This is an optimization exercise on Yosys and OpenROAD, whose aim is small area, not a production implementation. The RTL was checked by simulation tests, not by an equivalence proof against the original design. Power figures rest on the tool's default switching activity, not on a simulated workload.

===== design/flow/design.v =====
module parity (
input [7:0] Tx_Data,
output parity
);
assign parity = ^Tx_Data;
endmodule
module mux4_1 #(parameter WIDTH=32)(
    input  [WIDTH-1:0] Data0,       
    input  [WIDTH-1:0] Data1,       
    input  [WIDTH-1:0] Data2,       
    input  [WIDTH-1:0] Data3,       
	 input  [1:0]  sel,       
    output reg[WIDTH-1:0] Data_o        
);
always@(*) begin
case (sel)
	2'b00:  Data_o = Data0;
	2'b01:  Data_o = Data1;
	2'b10:  Data_o = Data2;
	2'b11:  Data_o = Data3;
	default: Data_o = Data0;  
endcase
end
endmodule
module baud_rate 
#(parameter DW=4, limit=10)(
	input clk, rst, en,
	output enable_out, 
	output reg baud_rate_clk,
	output reg [DW-1:0]contador
);
wire igual;
assign igual = contador>= (limit);
assign enable_out=igual & en;
always@(posedge clk or posedge rst)
begin
	if(rst)
	begin
		contador<= {DW{1'b0}};
		baud_rate_clk <= 1'b0;
	end
	else 
	if(en)
	begin
		if(igual)
		begin
			contador<={DW{1'b0}};
			baud_rate_clk <= ~baud_rate_clk;
		end
		else
		begin
			contador<=contador + 1'b1;
			baud_rate_clk <= baud_rate_clk;
		end
	end
	else
	begin
		contador <= contador;
		baud_rate_clk <= baud_rate_clk;
	end
end
endmodule
module contador_comparador 
#(parameter DW=4, limit=10)(
	input clk, rst, en,
	output enable_out,
	output reg [DW-1:0]contador
);
wire igual;
assign igual = contador>= (limit);
assign enable_out=igual & en;
always@(posedge clk or posedge rst)
begin
	if(rst)
		contador<= {DW{1'b0}};
	else 
	if(en)
	begin
		if(igual)
			contador<={DW{1'b0}};
		else
			contador<=contador + 1'b1;
	end
	else
		contador <= contador;
end
endmodule
module PISO #(parameter DW=5) (
input clk, nrst, enable, load, 
input [DW-1:0] Data,
output reg Q
);
reg [DW-1:0] register;
always@(posedge clk or posedge nrst)
begin
	if(nrst)
	begin
		register <= {DW{1'b0}};
		Q <= 1'b0;
	end
	else
	begin	
	if(load)
		register <= Data;
	else
		register <= register;
	if(enable)
	begin
		Q <= register[0];
		register <= {1'b0,register[DW-1:1]};
	end
	end
end
endmodule
module SIPO #(parameter DW=8)(
	 input serial_input,
	 input rst, en, clk, 
	 output[DW-1:0] Parallel_out
    );
reg [DW-1:0] register;
always@(posedge clk or posedge rst)
if(rst)
	register <= 'b0;
else if(en)
		register <= {serial_input,register[DW-1:1]};
assign Parallel_out = register;
endmodule
`timescale 1ns / 1ps
module Delayer
 # (parameter YY = 10 )  
   (
    input clk,
    input rst,
    input enable,
    output iguales
    );
localparam WIDTH = $clog2(YY);  
reg [WIDTH-1:0]cuenta ;  
assign iguales = ( YY + 1  == cuenta )? 1'b1 : 1'b0;
always @(posedge rst, posedge clk)
    begin
        if (rst)
            cuenta <= {WIDTH{1'b0}};
        else 
            if (enable)
                if (iguales)
                         cuenta <= {WIDTH{1'b0}};
                else 
                        cuenta <= cuenta + 1'b1;
             else
                cuenta <= cuenta;
     end
endmodule
`timescale 1ns / 1ps
module FSM_Debouncer(
    input clk,
    input rst,
    input sw,
	 input fin_delay,
	 output reg rst_out,
    output reg one_shot
    );
parameter [2:0] ini  = 'b000;
parameter [2:0] shot = 'b001;
parameter [2:0] off1 = 'b011;
parameter [2:0] sw_1 = 'b010;
parameter [2:0] off2 = 'b110;
reg [2:0]estado;
always @(posedge rst, posedge clk)
    begin
        if(rst)
            estado <= ini;
        else
            case(estado)
                ini: if (sw)
                        estado <= shot;
                shot: estado <= off1;
                off1: if(fin_delay)
                        estado <= sw_1;
                sw_1: if(~sw)
                        estado <= off2;
                off2: if(fin_delay)
                        estado <=ini;
                default: estado <=ini;
            endcase
    end
always @ (estado)
    begin
        case(estado)
                 ini: begin one_shot = 'b0; rst_out = 1'b1; end
                shot: begin one_shot = 'b1; rst_out = 1'b1; end
                off1: begin one_shot = 'b0; rst_out = 1'b0; end
                sw_1: begin one_shot = 'b0; rst_out = 1'b1; end
                off2: begin one_shot = 'b0; rst_out = 1'b0; end
             default: begin one_shot = 'b0; rst_out = 1'b1; end
        endcase
    end
endmodule
`timescale 1ns / 1ps
module Debouncer(
    input clk,
    input rst, 
    input sw,
    output one_shot
    );
wire fin_delay_w, rst_out_w;
FSM_Debouncer  fsm (.clk(clk), .rst(rst), .sw(sw), .fin_delay(fin_delay_w),
						  .rst_out(rst_out_w), .one_shot(one_shot)     );
Delayer # (.YY(1_500_000) )  
     delay_30ms (.clk(clk), .rst(rst_out_w), .enable(1'b1), .iguales(fin_delay_w)    );
endmodule
module UART_FSM_Tx (
input clk, nrst, tx_send, count_bits, baud_rate_en, enable_tk_pkg_done,
output reg load_data_2_PISO, enable_baud_rate,
output reg [1:0] Selector_datos
);
localparam IDLE   = 3'b000;
localparam START  = 3'b001;
localparam DATA   = 3'b011;
localparam PARITY = 3'b010;
localparam STOP   = 3'b110;
reg [2:0] estado;
always @(posedge clk or posedge nrst)
begin
	if(nrst)
		estado <= IDLE;
	else
	case(estado) 
		IDLE:
		begin		
			if(tx_send)
				estado <= START;
			else
				estado <= estado;
		end
		START:
		begin
			if(baud_rate_en)
				estado <= DATA;
			else
				estado <= estado;
		end
		DATA:
		begin
			if(count_bits)
				estado <= PARITY;
			else
				estado <= estado;
		end
		PARITY:
		begin
			if(baud_rate_en)
				estado <= STOP;
			else
				estado <= estado;
		end
		STOP:
		begin
			if(enable_tk_pkg_done)
				estado <= IDLE;
			else
				estado <= estado;
		end
		default:
			estado <= IDLE;
	endcase
end
always @(estado)
begin
case(estado)
	IDLE:
	begin
		Selector_datos 	= 2'b00;	 
		load_data_2_PISO 	= 1'b1;		 
		enable_baud_rate	= 1'b0;		 
	end
	START:
	begin
		Selector_datos 	= 2'b01;	 
		load_data_2_PISO 	= 1'b0;		 
		enable_baud_rate	= 1'b1;		 
	end
	DATA:
	begin
		Selector_datos 	= 2'b11;	 
		load_data_2_PISO 	= 1'b0;		 
		enable_baud_rate	= 1'b1;		 
	end
	PARITY:
	begin
		Selector_datos 	= 2'b10;	 
		load_data_2_PISO 	= 1'b0;		 
		enable_baud_rate	= 1'b1;		 
	end
	STOP:
		begin
		Selector_datos 	= 2'b00;	 
		load_data_2_PISO 	= 1'b0;		 
		enable_baud_rate	= 1'b1;		 
	end
	default:
	begin
		Selector_datos 	= 2'b00;	 
		load_data_2_PISO 	= 1'b1;		 
		enable_baud_rate	= 1'b0;		 
	end
endcase
end
endmodule
module UART_FSM_Rx (
input clk, nrst, rx, baud_rate_enable_out, count_bits, enable_tk_pkg_done, rx_flag_clr, 
output reg enable_baud_rate_counter, rx_flag, sipo_en
);
localparam IDLE   = 3'b000;		 
localparam START  = 3'b001;		 
localparam DATA   = 3'b011;		 
localparam PARITY = 3'b010;		 
localparam STOP   = 3'b110;		 
localparam CLEAR	= 3'b111;		 
reg [2:0] estado;
always @(posedge clk or posedge nrst)
begin
	if(nrst)
		estado <= IDLE;
	else
	case(estado) 
		IDLE:
		begin		
			if(rx == 1'b0)
				estado <= START;
			else
				estado <= estado;
		end
		START:
		begin
			if(baud_rate_enable_out)
				estado <= DATA;
			else
				estado <= estado;
		end
		DATA:
		begin
			if(count_bits)
				estado <= PARITY;
			else
				estado <= estado;
		end
		PARITY:
		begin
			if(baud_rate_enable_out)
				estado <= STOP;
			else
				estado <= estado;
		end
		STOP:
		begin
			if(enable_tk_pkg_done)
				estado <= CLEAR;
			else
				estado <= estado;
		end
		CLEAR:
		begin
			if(rx_flag_clr)
				estado <= IDLE;
			else
				estado <= estado;
		end
		default:
			estado <= IDLE;
	endcase
end
always @(estado)
begin
case(estado)
	IDLE:
	begin
		enable_baud_rate_counter 	= 1'b0;
		rx_flag							= 1'b0;
		sipo_en							= 1'b0;
	end
	START:
	begin
		enable_baud_rate_counter 	= 1'b1;
		rx_flag							= 1'b0;
		sipo_en							= 1'b0;	
	end
	DATA:
	begin
		enable_baud_rate_counter 	= 1'b1;
		rx_flag							= 1'b0;
		sipo_en							= 1'b1;		
	end
	PARITY:
	begin
		enable_baud_rate_counter 	= 1'b1;
		rx_flag							= 1'b0;	
		sipo_en							= 1'b1;
	end
	STOP:
	begin
		enable_baud_rate_counter 	= 1'b1;
		rx_flag							= 1'b1;
		sipo_en							= 1'b0;	
	end
	CLEAR:
	begin
		enable_baud_rate_counter 	= 1'b0;
		rx_flag							= 1'b1;
		sipo_en							= 1'b0;	
	end
	default:
	begin
		enable_baud_rate_counter 	= 1'b0;
		rx_flag							= 1'b0;
		sipo_en							= 1'b0;
	end
endcase
end
endmodule
module UART_Tx (
input clk, nrst, tx_send,
input [7:0] Tx_Data,
output tx_output_serial
);
wire PISO_TX_2_Mux;
wire baud_rate_enable_out;
wire bit_paridad;
wire data_done_counter;
wire load_data_2_PISO;
wire enable_baud_rate_counter;
wire [1:0] selector_mux;
wire enable_tk_pkg_done;
wire one_shot_tx_send;
PISO #(.DW(8)) TX_Data_Reg(
.clk(clk), .nrst(nrst), .enable(baud_rate_enable_out), .load(load_data_2_PISO), .Data(Tx_Data), .Q(PISO_TX_2_Mux));
baud_rate #(.DW(14), .limit(5208)) baud_rate(
.clk(clk), .rst(nrst | ~enable_baud_rate_counter), .en(enable_baud_rate_counter),
.enable_out(baud_rate_enable_out), .baud_rate_clk(),
.contador()  
);
contador_comparador #(.DW(4), .limit(8)) contador_bits(
.clk(clk), .rst(nrst | ~enable_baud_rate_counter), .en(baud_rate_enable_out),
.enable_out(data_done_counter),
.contador()  
);
contador_comparador #(.DW(4), .limit(10)) contador_total_bits(
.clk(clk), .rst(nrst | ~enable_baud_rate_counter), .en(baud_rate_enable_out),
.enable_out(enable_tk_pkg_done),
.contador()  
);
parity parity(
.Tx_Data(Tx_Data),
.parity(bit_paridad)
);
mux4_1 #(.WIDTH(1'b1)) TX_serial (
.Data0(1'b1), .Data1(1'b0), .Data2(bit_paridad), .Data3(PISO_TX_2_Mux),    
.sel(selector_mux),     
.Data_o(tx_output_serial)       
);
Debouncer tx_send_1_shot(.clk(clk), .rst(nrst), .sw(tx_send), .one_shot(one_shot_tx_send));
UART_FSM_Tx TX_FSM(
.clk(clk), .nrst(nrst), .tx_send(one_shot_tx_send), .count_bits(data_done_counter), 
.baud_rate_en(baud_rate_enable_out), .enable_tk_pkg_done(enable_tk_pkg_done),
.load_data_2_PISO(load_data_2_PISO), .enable_baud_rate(enable_baud_rate_counter),
.Selector_datos(selector_mux)
);
endmodule
module UART_Rx (
input clk, nrst, rx, rx_flag_clr,
output [7:0] Rx_Data,
output reg parity_error, 
output rx_flag
);
wire enable_baud_rate_counter;
wire baud_rate_enable_out;
wire half_bit_sample_w;
wire enable_tk_pkg_done;
wire parity_check;
wire data_done_counter;
wire sipo_en_w;
wire half_bit_sample_data_w; 
wire [8:0] Rx_Data_w;
SIPO #(.DW(9)) RX_Data_Reg (
.serial_input(rx), .rst(nrst), .en(half_bit_sample_data_w & sipo_en_w), .clk(clk), 	 
.Parallel_out(Rx_Data_w)
);
baud_rate #(.DW(14), .limit(5208)) baud_rate(
.clk(clk), .rst(nrst | ~enable_baud_rate_counter), .en(enable_baud_rate_counter),	 
.enable_out(baud_rate_enable_out), .baud_rate_clk(),
.contador()  
);
baud_rate #(.DW(12), .limit(2604)) half_bit_sample(
.clk(clk), .rst(nrst | ~enable_baud_rate_counter), .en(enable_baud_rate_counter),	 
.enable_out(half_bit_sample_w), .baud_rate_clk(),
.contador()  
);
baud_rate #(.DW(2), .limit(1)) half_bit_sample2(
.clk(clk), .rst(nrst ), .en(half_bit_sample_w),	 
.enable_out(half_bit_sample_data_w), .baud_rate_clk(),
.contador()  
);
contador_comparador #(.DW(4), .limit(8)) contador_bits (
.clk(clk), .rst(nrst | ~enable_baud_rate_counter), .en(baud_rate_enable_out),
.enable_out(data_done_counter),																		 
.contador()  
);
contador_comparador #(.DW(4), .limit(10)) contador_total_bits(
.clk(clk), .rst(nrst | ~enable_baud_rate_counter), .en(baud_rate_enable_out),
.enable_out(enable_tk_pkg_done),																		 
.contador()  
);
parity parity (
    .Tx_Data(Rx_Data_w[7:0]), 
    .parity(parity_check)                
);
always@(parity_check,Rx_Data_w[8])
begin
if(parity_check == Rx_Data_w[8])
	parity_error = 1'b0;
else
	parity_error = 1'b1;
end
UART_FSM_Rx RX_FSM (
.clk(clk), .nrst(nrst), .rx(rx), 
.baud_rate_enable_out(baud_rate_enable_out), .count_bits(data_done_counter), .enable_tk_pkg_done(enable_tk_pkg_done), .rx_flag_clr(rx_flag_clr), 
.enable_baud_rate_counter(enable_baud_rate_counter), .rx_flag(rx_flag), .sipo_en(sipo_en_w)
);
assign Rx_Data = Rx_Data_w[7:0];
endmodule
module uart (
    input clk, rst, tx_send, rx, rx_flag_clr,  
    input [7:0] Tx_Data,
    output tx_output_serial,
    output [7:0] Rx_Data,
    output parity_error, rx_flag
);
UART_Tx TX_instance(
    .clk(clk), .nrst(rst), .tx_send(tx_send),
    .Tx_Data(Tx_Data),
    .tx_output_serial(tx_output_serial)
);
UART_Rx RX_instance(
    .clk(clk), .nrst(rst), .rx(rx), .rx_flag_clr(rx_flag_clr),  
    .Rx_Data(Rx_Data),
    .parity_error(parity_error),
    .rx_flag(rx_flag)
);
endmodule

===== design/flow/config.mk =====
export PLATFORM = sky130hd
export DESIGN_NAME = uart
export DESIGN_NICKNAME = uart
export VERILOG_FILES = /design/flow/design.v
export SDC_FILE = /design/flow/constraint.sdc
export NUM_CORES = 4
export LEC_CHECK = 0
export CAP_MARGIN = 20
export CORE_MARGIN = 2
export CORE_UTILIZATION = 40
export SLEW_MARGIN = 20

===== design/flow/constraint.sdc =====
create_clock -name core_clock -period 20.0 [get_ports {clk}]
set_input_delay 4.0000 -clock core_clock [delete_from_list [all_inputs] [get_ports {clk}]]
set_output_delay 4.0000 -clock core_clock [all_outputs]
set_load 0.01 [all_outputs]

===== design/flow/run.sh =====
#!/bin/bash
# synth_recipe.tcl (not shown) runs the flow's synth.tcl, then flattens the netlist and writes it again
# the make line also repeats each setting of config.mk as NAME=value (left out here)
make -C /OpenROAD-flow-scripts/flow DESIGN_CONFIG=/design/flow/config.mk WORK_HOME=/design/flow/orfs CLKGATE_MAP_FILE= SYNTH_SCRIPT=/design/flow/synth_recipe.tcl finish

==> run summary, run 1 <==
Hold Fails Final Rpt: 0
crit path launch type: input port
launch point of the critical path: Tx_Data[5]
layout net count: 593
number of clock sinks seen by CTS: 106
area leader, netlist: dfrtp_1
floorplan die area: 14,700 um2
post-detailed-route wirelength per cell: 13.5 um
Async S/R FF share, synth: 1.00
ANT cells: 0
slew at the pin with the worst max-slew slack: 790 ps
GRT met1 Usage: 0.200
largest stage delay on the critical path: 500 ps
first-iteration detailed-routing DRC count: 232
Setup-failing EPs final: 0
Critical Setup Path Class: input port to output pin
data required time at the worst endpoint: 16,000 ps
gr busiest metal: met2
antenna violations before repair: 0
number of global-route vias before repair: 3,906
maximum fanout count along the critical path: 2
Final Core Density: 0.465
Post-CTS Setup Inserts: 0
number of flops mapped to enable cells by yosys: 0
worst clock skew on the final layout: 6.31 ps
Cells after DPL: 728
total number of yosys warnings: 13
number of buffers created by CTS: 9
cell-by-cell listing of the critical path: clkdlybuf4s50_1 > xnor2_1 > xnor2_1 > xnor2_1 > a22oi_1 > or2_2 > clkdlybuf4s50_1
maximum number of pins on one net before global-route repair: 35
Crit Reg-Reg Startpoint: TX_instance.tx_send_1_shot.delay_30ms.cuenta[1]
mapped cell area: 5510 um2
share of cells above drive strength 1: 0.0845
global-route wire length before repair: 18,100 um
Total GRT Usage: 0.151
arrival time at the worst endpoint: 5830 ps
most frequently used flop master after synthesis: dfrtp_1
M2 GR Usage: 0.248
number of instances in the synthesized netlist: 545
Period Utilization, post-route: 0.491
routability cong.: 0.784
Min-Delay Path Class: flop to async pin
cell types with the largest area share after synthesis: dfrtp_1, xor2_1, xnor2_1
global-route congestion overflow total: 0
summed negative setup slack over all endpoints: 0 ps
reported max-cap violation count: 0
Die Width: 121 um
via count: 3,814
net count of the mapped netlist: 575
met3 track demand over resource in global routing: 0.0390
number of buffers on the longest clock path: 2
CTS HTree Levels: 3
CTS root buf: clkbuf_16
later-pin clock latency in the skew report: 350 ps
Synth cell types: 60
core area: 13,300 um2
worst vdd rail ir drop: 0.0439 mV
status: timing/DRC/antenna clean
clock slew seen by the registers of the worst setup and hold paths: 70 ps
Slew Limit Headroom: 0.469
CP dominant cell by count: xnor2_1
Post-Synthesis Mean Instance Area: 10.1 um2
post-route non-filler standard cell count: 744
synthesized flop and latch total: 106
Max Transition Viols Final: 0
Final Routed Wirelength: 10,000 um
fraction of post-synthesis cell area in the top cell type by area: 0.482
initial cell density of the core: 0.412
number of buffers inserted for hold repair after clock tree synthesis: 0
total iterations of the first detailed-routing run: 7
top achievable clock speed: 102 MHz
post-CTS resize count: 0
slowest library cell on the worst path: clkdlybuf4s50_1
Seq/Total Area, Yosys: 0.482
number of DRC violations after detailed routing: 0
CTS tree: yes
Top-Level Pins: 24
critical path endpoint category: output pin
layout overhead on the synthesized area: 12.8%
clock period minus final worst setup slack: 9830 ps
leakage power summed over all cells: 0.00273 uW
Port Buffers: 23
height of the die: 121 um
total power: 599 uW
synth cell count leaders: dfrtp_1, nor2_1, nand2_1
most numerous cell in the Yosys netlist: dfrtp_1
power density over the cells: 96.4 nW/um2
Detail Placement HPWL: 7020 um
RSZ-0062 raised after global routing: no
detailed-route vias per instance: 5.13
number of nets with antenna violations after routing: 0
# rows: 42
==> critical path, delay by kind of cell <==
family / cells / cell delay [ps]
buffers and inverters: 2 / 990
AO/OA/AOI/OAI: 1 / 80
XOR/XNOR: 3 / 460
AND/OR/NAND/NOR: 1 / 310
==> stage by stage <==
stage                     cell area (um2)  setup WS (ps)  hold slack (ps)
final                                6210          10170              438
after global routing                 6210          10080              516
after CTS                            6210          10150              454
after detailed placement             5860          10150              445
after global placement               5860          10160              427
after floorplan                      5510          11190              438
==> cell families after synthesis <==
kind of cell	after synthesis	synth area share
buffers and inverters	46	0.0434
multiplexers	22	0.0432
XOR/XNOR	55	0.0875
adder cells (fa/ha/maj)	17	0.0386
flip-flops	106	0.482
AO/OA/AOI/OAI	87	0.103
AND/OR/NAND/NOR	212	0.203
==> layout by cell type, fill, tap and decap left out, types with 9 or more instances in the layout <==
cell and count:
mux2_2 10, a21o_1 9, xnor2_1 27, o21ai_0 24, inv_1 24, nor2_1 59, clkdlybuf4s50_1 23, nand2_1 45
dfrtp_1 106, clkbuf_16 9, nand4_1 14, xor2_1 28, nand3_1 22, mux2i_1 11, ha_1 17, nor3_1 10
a21oi_1 21
==> layer usage <==
metal | routed length (um) | vias up | part of all wire
li1 | - | 1918 | -
met1 | 4790 | 1850 | 0.48
met2 | 4830 | 38 | 0.48
met3 | 308 | 8 | 0.031
met4 | 96 | 0 | 0.0096
met5 | 0 | - | 0
==> where the power goes <==
part	switching [uW]	total [uW]	internal (uW)	leakage, uW
clock network	78.8	205	126	0.000169
logic	66.9	117	49.8	0.00117
registers	34.1	277	243	0.00140
total	180	599	419	0.00273
==> worst paths after layout <==
check	end	slack, ps	cells after the start
max	tx_output_serial	10170	7
min	TX_instance.tx_send_1_shot.delay_30ms.cuenta[16]	440	3
max reg2reg	TX_instance.tx_send_1_shot.delay_30ms.cuenta[15]	17710	8
min reg2reg	TX_instance.tx_send_1_shot.delay_30ms.cuenta[16]	440	3
max in group asynchronous	TX_instance.contador_total_bits.contador[3]	15320	2
min in group core_clock	TX_instance.TX_Data_Reg.Q	490	2
==> area by class of cell <==
type / count / area, um2
Clock buffer: 10 / 239
Clock inverter: 6 / 111
Inverter: 24 / 90.1
Tap cell: 176 / 220
Timing Repair Buffer: 29 / 275
Multi-Input combinational cell: 393 / 2620
Sequential cell: 106 / 2650
Fill cell: 1251 / 7140
==> flip-flops by register name, indices dropped and copies added, names as in the netlist, 3 cells and up, named ones only <==
| name | cells |
|---|---|
| TX_instance.tx_send_1_shot.delay_30ms.cuenta | 21 |
| TX_instance.baud_rate.contador | 14 |
| TX_instance.contador_bits.contador | 4 |
| RX_instance.RX_Data_Reg.register | 9 |
| TX_instance.TX_Data_Reg.register | 8 |
| TX_instance.tx_send_1_shot.fsm.estado | 3 |
| TX_instance.contador_total_bits.contador | 4 |
| RX_instance.baud_rate.contador | 14 |
| RX_instance.contador_bits.contador | 4 |
| TX_instance.TX_FSM.estado | 3 |
| RX_instance.contador_total_bits.contador | 4 |
| RX_instance.half_bit_sample.contador | 12 |
==> run 2, diff against run 1 <==
==> design/flow/design.v (replaced) <==
module uart (
    input clk, rst, tx_send, rx, rx_flag_clr,
    input [7:0] Tx_Data,
    output tx_output_serial,
    output [7:0] Rx_Data,
    output parity_error, rx_flag
);
localparam [2:0] D_INI  = 3'b000;
localparam [2:0] D_SHOT = 3'b001;
localparam [2:0] D_OFF1 = 3'b100;
localparam [2:0] D_SW1  = 3'b010;
localparam [2:0] D_OFF2 = 3'b110;
reg  [2:0]  ds;         
reg  [12:0] t_lo;       
reg  [8:0]  t_hi;       
reg  [7:0]  t_data;     
wire counting = ds[2];                                    
wire lo_wrap  = &(t_lo | ~13'd5208);                      
wire lockout_done = &(t_hi | ~9'd287) & &(t_lo | ~13'd5018);  
always @(posedge clk or posedge rst)
    if (rst)
        ds <= D_INI;
    else
        case (ds)
            D_INI:   if (tx_send)      ds <= D_SHOT;
            D_SHOT:                    ds <= D_OFF1;
            D_OFF1:  if (lockout_done) ds <= D_SW1;
            D_SW1:   if (~tx_send)     ds <= D_OFF2;
            D_OFF2:  if (lockout_done) ds <= D_INI;
            default:                   ds <= D_INI;
        endcase
always @(posedge clk)
    if (~counting) begin
        t_lo <= 13'd0;
        t_hi <= 9'd0;
    end else if (lo_wrap) begin
        t_lo <= 13'd0;
        t_hi <= t_hi + 1'b1;
    end else
        t_lo <= t_lo + 1'b1;
always @(posedge clk)
    if (ds == D_SHOT)
        t_data <= Tx_Data;
reg tx_bit;
always @(*)
    case (t_hi[3:0])
        4'd0:    tx_bit = 1'b0;
        4'd1:    tx_bit = t_data[0];
        4'd2:    tx_bit = t_data[1];
        4'd3:    tx_bit = t_data[2];
        4'd4:    tx_bit = t_data[3];
        4'd5:    tx_bit = t_data[4];
        4'd6:    tx_bit = t_data[5];
        4'd7:    tx_bit = t_data[6];
        4'd8:    tx_bit = t_data[7];
        4'd9:    tx_bit = ^Tx_Data;
        default: tx_bit = 1'b1;
    endcase
assign tx_output_serial = (ds == D_OFF1 && t_hi[8:4] == 5'd0) ? tx_bit : 1'b1;
localparam [1:0] R_IDLE = 2'b00;
localparam [1:0] R_RUN  = 2'b10;
localparam [1:0] R_STOP = 2'b11;
localparam [1:0] R_CLR  = 2'b01;
reg  [1:0]  rs;         
reg  [11:0] r_h;        
reg  [4:0]  r_m;        
reg         r_t;        
reg  [8:0]  r_sr;       
wire r_active = rs[1];
wire h_wrap   = &(r_h | ~12'd2604);                                 
wire to_stop  = &(r_m | ~5'd19) & &(r_h | ~12'd2594);              
wire to_clr   = &(r_m | ~5'd21) & &(r_h | ~12'd2593);              
wire sample   = h_wrap & r_t & (rs == R_RUN) & (|r_m);
always @(posedge clk or posedge rst)
    if (rst)
        rs <= R_IDLE;
    else
        case (rs)
            R_IDLE: if (~rx)         rs <= R_RUN;
            R_RUN:  if (to_stop)     rs <= R_STOP;
            R_STOP: if (to_clr)      rs <= R_CLR;
            R_CLR:  if (rx_flag_clr) rs <= R_IDLE;
        endcase
always @(posedge clk)
    if (~r_active) begin
        r_h <= 12'd0;
        r_m <= 5'd0;
    end else if (h_wrap) begin
        r_h <= 12'd0;
        r_m <= r_m + 1'b1;
    end else
        r_h <= r_h + 1'b1;
always @(posedge clk or posedge rst)
    if (rst)
        r_t <= 1'b0;
    else if (r_active & h_wrap)
        r_t <= ~r_t;
always @(posedge clk or posedge rst)
    if (rst)
        r_sr <= 9'd0;
    else if (sample)
        r_sr <= {rx, r_sr[8:1]};
assign Rx_Data      = r_sr[7:0];
assign parity_error = ^r_sr;
assign rx_flag      = rs[0];
endmodule
==> run 2 against run 1 <==
Sequential share of layout area down 3.3 points; routed wire length down 45%; total power down 43%; maximum frequency up 1.5%; largest cell class is now multi-input combinational cells; clock power down 38%; worst hold slack better by 13 ps; flip-flop and latch count down 44; via count down 44%; critical endpoint unchanged; still clean on timing, DRC and antenna; setup slack better by 150 ps; sequential power down 45%; critical path depth down 1.
==> run summary, run 2 <==
Port Buffers: 23 (unchanged)
clock slew seen by the registers of the worst setup and hold paths: 70 ps (about the same)
via count: 2,145 (-44%)
status: timing/DRC/antenna clean
layout net count: 357 (-40%)
top achievable clock speed: 103 MHz (+1.5%)
most numerous cell in the Yosys netlist: nor2_1
ANT cells: 0 (unchanged)
share of total power consumed by net switching: 0.285 (-0.0155)
Total GRT Usage: 0.151 (about the same)
Post-Synthesis Mean Instance Area: 9.81 um2 (-2.9%)
Async S/R FF share, synth: 0.242 (-0.758)
cell types with the largest area share after synthesis: dfxtp_1, dfrtp_1, xnor2_1
Hold WS: 451 ps (+12.7 ps)
Final Routed Wirelength: 5560 um (-45%)
flip-flop count of the largest register, all copies and words added: 13 (-38%)
later-pin clock latency in the skew report: 330 ps (-20 ps)
power density over the cells: 96.8 nW/um2 (+0.43%)
data required time at the worst endpoint: 16,000 ps (about the same)
top library cells by usage in the layout, fill and taps aside: nor2_1, dfxtp_1, xnor2_1
Clock power frac: 0.371 (+0.029)
height of the die: 91.1 um (-25%)
floorplan die area: 8290 um2 (-44%)
Hold Fails Final Rpt: 0 (unchanged)
register with the most flip-flops: t_lo
number of flops mapped to enable cells by yosys: 8 (+8)
Max Transition Viols Final: 0 (unchanged)
Post-CTS Setup Inserts: 0 (unchanged)
mapped cell area: 3030 um2 (-45%)
Setup-failing EPs final: 0 (unchanged)
global-route wire length before repair: 10,100 um (-44%)
internal power: 245 uW (-41%)
highest metal layer with signal wires: met4
first-iteration detailed-routing DRC count: 61 (-74%)
CTS root buf: clkbuf_8
fraction of post-synthesis cell area in the top cell type by area: 0.258 (-0.224)
maximum fanout count along the critical path: 2 (unchanged)
CTS HTree Levels: 3 (unchanged)
most common library cell in the layout ignoring fill and taps: nor2_1
CTS tree: yes
total iterations of the first detailed-routing run: 4 (-3)
synth cell count leaders: nor2_1, dfxtp_1, xnor2_1
Cells after DPL: 419 (-42%)
Synth cell types: 48 (-20%)
Period Utilization, post-route: 0.484 (-0.00741)
# rows: 31 (-26%)
Detail Placement HPWL: 3940 um (-44%)
detailed-routed wire length on met3: 208 um (-32%)
routability cong.: 0.757 (-3.5%)
area leader, netlist: dfxtp_1
Seq/Total Area, Yosys: 0.461 (-0.0212)
arrival time at the worst endpoint: 5680 ps (-150 ps)
post-route non-filler standard cell count: 435 (-42%)
fraction of power consumed by combinational cells: 0.183 (-0.012)
maximum number of pins on one net before global-route repair: 16 (-54%)
RSZ-0062 raised after global routing: no
number of buffers inserted for hold repair after clock tree synthesis: 0 (unchanged)
worst clock skew on the final layout: 9.98 ps (+3.68 ps)
post-detailed-route wirelength per cell: 12.8 um (-5.2%)
core area: 7290 um2 (-45%)
crit path launch type: input port
Top-Level Pins: 24 (unchanged)
met2 routed wirelength: 2460 um (-49%)
Die Width: 91.1 um (-25%)
summed negative setup slack over all endpoints: 0 ps (unchanged)
sequential group share of total power: 0.446 (-0.017)
number of buffers on the longest clock path: 2 (unchanged)
Min-Delay Path Class: flop to flop
Reg2Reg Setup Slack: 17,980 ps (+270 ps)
clock period minus final worst setup slack: 9680 ps (-148 ps)
synthesized flop and latch total: 62 (-42%)
slew at the pin with the worst max-slew slack: 639 ps (-151 ps)
reported max-cap violation count: 0 (unchanged)
worst vdd rail ir drop: 0.0312 mV (-29%)
biggest registers after layout: t_lo (13), r_h (12)
layout overhead on the synthesized area: 17.0%
net count of the mapped netlist: 335 (-42%)
post-CTS resize count: 0 (unchanged)
detailed-route vias per instance: 4.93 (-3.8%)
most frequently used flop master after synthesis: dfxtp_1
number of DRC violations after detailed routing: 0 (unchanged)
initial cell density of the core: 0.416 (+0.00330)
reported net switching power: 97.7 uW (-46%)
critical path endpoint category: output pin
routed length on met1: 2820 um (-41%)
number of clock sinks seen by CTS: 62 (-42%)
leakage power summed over all cells: 0.00132 uW (-52%)
Slew Limit Headroom: 0.571 (+0.102)
Critical Setup Path Class: input port to output pin
number of buffers created by CTS: 9 (unchanged)
total number of yosys warnings: 1 (-12)
antenna violations before repair: 0 (unchanged)
number of global-route vias before repair: 2,112 (-46%)
number of instances in the synthesized netlist: 309 (-43%)
number of nets with antenna violations after routing: 0 (unchanged)
share of cells above drive strength 1: 0.0952 (+0.0107)
global-route congestion overflow total: 0 (unchanged)
Final Core Density: 0.486 (+0.0209)
## run 2: worst paths after layout
check,endpoint,startpoint,cells after the start
max in group asynchronous,ds[0],rst,2
hold / removal,t_lo[0],t_lo[0],1
hold reg to reg,t_lo[0],t_lo[0],1
setup / recovery,tx_output_serial,Tx_Data[3],6
setup reg to reg,r_sr[1],rs[0],5
min in group asynchronous,rs[1],rst,2
## run 2: power groups by stage
stage / clock, uW / combinational [uW] / sequential [uW]
3_5_place_dp: 0 / 63.7 / 155
3_3_place_gp: 0 / 61.8 / 156
6_report: 127 / 62.9 / 153
2_1_floorplan: 0 / 45.7 / 150
4_1_cts: 131 / 63.8 / 153
5_1_grt: 137 / 71.5 / 155
## run 2: layout make-up
class	instances	area (um2)
clock inverters	1	30.0
inverters	18	67.6
clock buffers	15	209
fillers	695	3750
flip-flops and latches	62	1400
repair buffers	25	245
multi-input cells	215	1470
well taps	99	124
## run 2: critical path, cell delays in order
cell             delay (ps)
clkdlybuf4s50_1         450
xnor2_1                 230
xnor2_1                 160
xnor2_1                 110
o221ai_1                170
clkdlybuf4s50_1         560
## run 2: cells by family after synthesis
logic type      share of synthesized area
fa+ha+maj                          0.0537
compound gates                     0.0640
buf+inv                            0.0549
xor+xnor                            0.127
simple gates                        0.200
mux                                0.0400
flops                               0.461
## run 2: per-stage QoR
step	setup WS (ps)	cell area [um2]	total power, uW
6_report	10320	3550	343
5_1_grt	10220	3550	364
4_1_cts	10310	3540	348
3_5_place_dp	10320	3300	219
3_3_place_gp	10380	3300	217
2_1_floorplan	11350	3030	196
## run 2: layer usage
layer,vias to the layer above,global-route usage
met4,0,0.0530
met1,1004,0.205
met5,-,0
li1,1105,-
met2,31,0.226
met3,5,0.0465

==> re-timing with driven ports <==
Ports are ideal in the flow. The routed layouts listed here were re-timed in OpenROAD.
Step 1 (the two cells are an assumption about what drives the block):
set clk [get_ports {clk}]
set_driving_cell -lib_cell sky130_fd_sc_hd__clkbuf_16 $clk
set_driving_cell -lib_cell sky130_fd_sc_hd__buf_2 [delete_from_list [all_inputs] $clk]
Step 2 also shifts input and output timing later by t, the mid clock arrival at the registers, as if the neighbouring blocks saw the same clock.
a / b / c = no drivers / after step 1 / after step 2; a / b = the first two.
run | shift t [ns] | setup WS [ns] | hold WS [ns] | worst register clock-pin slew, ns
run 1 | 0.379 | 10.171 / 10.134 / 10.134 | 0.438 / 0.438 / 0.438 | 0.07 / 0.07
run 2 | 0.357 | 10.319 / 10.291 / 10.291 | 0.451 / 0.451 / 0.451 | 0.07 / 0.07
After both steps every run listed still meets setup and hold. For run 1, which loses most, drivers alone change the setup slack by -0.037 ns; drivers and shift together by -0.037 ns.
